This is an optimization exercise on Yosys and OpenROAD, whose aim is small area, a short achievable clock period and few clock cycles per item, not a production implementation. In this exercise RTL edits were held to simulation tests only and were not proved equivalent to the original. Power is estimated from default activity; no workload was simulated.

## lagoon
// Datapath
module Datapath #(parameter N = 8) (
    input  [N-1:0]   a_in,
    input  [N-1:0]   b_in,
    output [2*N-1:0] result,
    input            clk,
    input            reset,
    input            start,
    output           done
);
Size in the first run: roughly 25 flip-flops, roughly 36 I/O pins, about 0.0026 mm^2 of cells after synthesis.
export LEC_CHECK = 0
export CAP_MARGIN = 20
export CORE_MARGIN = 2
export CORE_UTILIZATION = 30
export SLEW_MARGIN = 20
export SYNTH_HIERARCHICAL = 1
export SYNTH_MINIMUM_KEEP_SIZE = 0
create_clock -name core_clock -period 5.0 [get_ports {clk}]
standard.sh (not shown) runs the stock make flow with config.mk's settings and CLKGATE_MAP_FILE= SYNTH_SCRIPT=/design/flow/synth_recipe.tcl, a recipe that flattens the netlist after the stock synthesis.
==> flow/flow/run.sh <==
#!/bin/bash
# Own flow: the standard layout with buf_2 port buffers; after placement the
# output-port buffers (which drive only the port) are swapped to buf_1.
set -e
cp standard.sh standard_sh.log
cp config.mk config_mk.log
export BUFFER_PORTS_ARGS="-buffer_cell sky130_fd_sc_hd__buf_2"
bash standard.sh place > standard_place.log 2>&1
ODB=$PWD/orfs/results/$FLOW_PLATFORM/Datapath/base/3_place.odb openroad -no_init -exit flow/outbuf.tcl > outbuf.log 2>&1
bash standard.sh finish > standard.log 2>&1
==> flow/flow/outbuf.tcl <==
read_db $::env(ODB)
set block [ord::get_db_block]
set m [[ord::get_db] findMaster sky130_fd_sc_hd__buf_1]
set n 0
foreach inst [$block getInsts] {
  if {[string match "output*" [$inst getName]] && [[$inst getMaster] getName] eq "sky130_fd_sc_hd__buf_2"} {
    $inst swapMaster $m
    incr n
  }
}
puts "swapped $n output buffers"
write_db $::env(ODB)
lagoon did not stop at any stage, and its layout met the timing, DRC and antenna checks.
Testbench counts of lagoon, summed over its fixed seeds: cycles 3,200, items 3,200.
The following lists how tundra was set up differently from lagoon:
- swapping 30 for 40 in CORE_UTILIZATION
## What came out
Diff lagoon..tundra | area after synthesis | unchanged
Changes observed in tundra relative to lagoon: maximum fanout count along the critical path climbed 2; setup slack went up 11 ps.
In the flow results for lagoon and tundra, the routed via count divided by cell count is larger on tundra.
Per the comparison of tundra with lagoon, post-route cell area down 1.3%, post-route clock period utilization fell by 0.23 points.

========
Starting RTL as in the previous note.
Settings: LEC_CHECK=0, CAP_MARGIN=20, CORE_MARGIN=2, CORE_UTILIZATION=55, SLEW_MARGIN=20, SYNTH_HIERARCHICAL=1, SYNTH_MINIMUM_KEEP_SIZE=0; clock period 5.0 ns.
Scripts as last shown in full above: flow/flow/run.sh, flow/flow/outbuf.tcl
Testbench counts at the start, summed over its fixed seeds: cycles 3,200, items 3,200.
Then changed:
--- a/flow/config.mk
+++ b/flow/config.mk
@@ -7,5 +7,6 @@
 export LEC_CHECK = 0
+export ABC_AREA = 1
 export CAP_MARGIN = 20
 export CORE_MARGIN = 2
-export CORE_UTILIZATION = 55
+export CORE_UTILIZATION = 40
 export SLEW_MARGIN = 20
- utilization falls by 17 points
- cell area increases by 34%
- maximum frequency is higher by 2.9%
- hold slack improved by 0.0058 ns
- combinational power goes up by about 1%
- non-clock buffer count is unchanged
- total power decreases by 0.96%

========
Setup of lane 1:
Starting RTL as in the previous note.
## Datapath
module Datapath #(parameter N = 8) (
    input  [N-1:0]   a_in,
    input  [N-1:0]   b_in,
    output [2*N-1:0] result,
    input            clk,
    input            reset,
    input            start,
    output           done
);
Settings: LEC_CHECK=0, CAP_MARGIN=20, CORE_MARGIN=2, CORE_UTILIZATION=40, PLACE_DENSITY=0.8, SLEW_MARGIN=20, SYNTH_HIERARCHICAL=1, SYNTH_MINIMUM_KEEP_SIZE=0; clock period 5.0 ns.
Scripts as last shown in full above: flow/flow/run.sh, flow/flow/outbuf.tcl
Lane 1 reached the final stage; the timing, DRC and antenna checks on its layout passed.
Testbench counts of lane 1, summed over its fixed seeds: cycles 3,200, items 3,200.
[inputs] lane 2 vs lane 1
- PLACE_DENSITY now 0.4, was 0.8
### Flow results
Sort lane 1 and lane 2 by share of the cycle needed by the critical path after routing, ascending, and lane 2 comes first. Relative slew slack delta (lane 2 − lane 1): unfavourable. On flip-flop and latch count, lane 1 tracks lane 2 almost exactly. Clock buffer instance count of the final layout in lane 2 is 1 lower than in lane 1. Compared with lane 1, lane 2 shows combinational power that has gone down slightly. Area of all placed cells without fillers: lane 1 vs lane 2, no meaningful difference. Any difference in static leakage power between lane 1 and lane 2 is small enough to ignore. Lane 1 → lane 2: total power per unit cell area flat, total stage count of the critical path up 2, fraction of final layout cells sized beyond drive strength 1 up 0.39 points, hold slack up 14 ps.

-- static timing again, ports no longer ideal --
In the flow no input, the clock included, has a driving cell. The finished layouts below were timed again as built, in two steps.
Step 1 assumes that a clkbuf_16 drives the clock port and a buf_2 every other input.
Step 2 times the ports against the registers' clock, not the clock port: input delays grow and output delays shrink by t, the midpoint of the rising clock arrivals with the driver on.
Slacks: no drivers / after step 1 / after step 2; pairs: no drivers / after step 1.
run | shift t [ns] | setup slack, ns | worst setup path at the end | latest minus earliest clock arrival (ns)
lagoon | 0.280 | 2.002 / 1.976 / 1.736 | input to register | 0.002 / 0.002
tundra | 0.282 | 2.013 / 1.989 / 1.756 | input to register | 0.003 / 0.003
the first run of note 2 | 0.279 | 2.007 / 2.012 / 1.733 | input to register | 0.006 / 0.005
the second run of note 2 | 0.287 | 2.092 / 2.098 / 1.810 | input to register | 0.002 / 0.003
lane 1 | 0.278 | 1.975 / 1.980 / 1.702 | input to register | 0.003 / 0.004
lane 2 | 0.286 | 2.009 / 1.994 / 1.730 | input to register | 0.009 / 0.009
After both steps setup and hold are still met in every run listed. For the second run of note 2, which loses most, drivers alone change the setup slack by +0.006 ns; drivers and shift together by -0.282 ns.
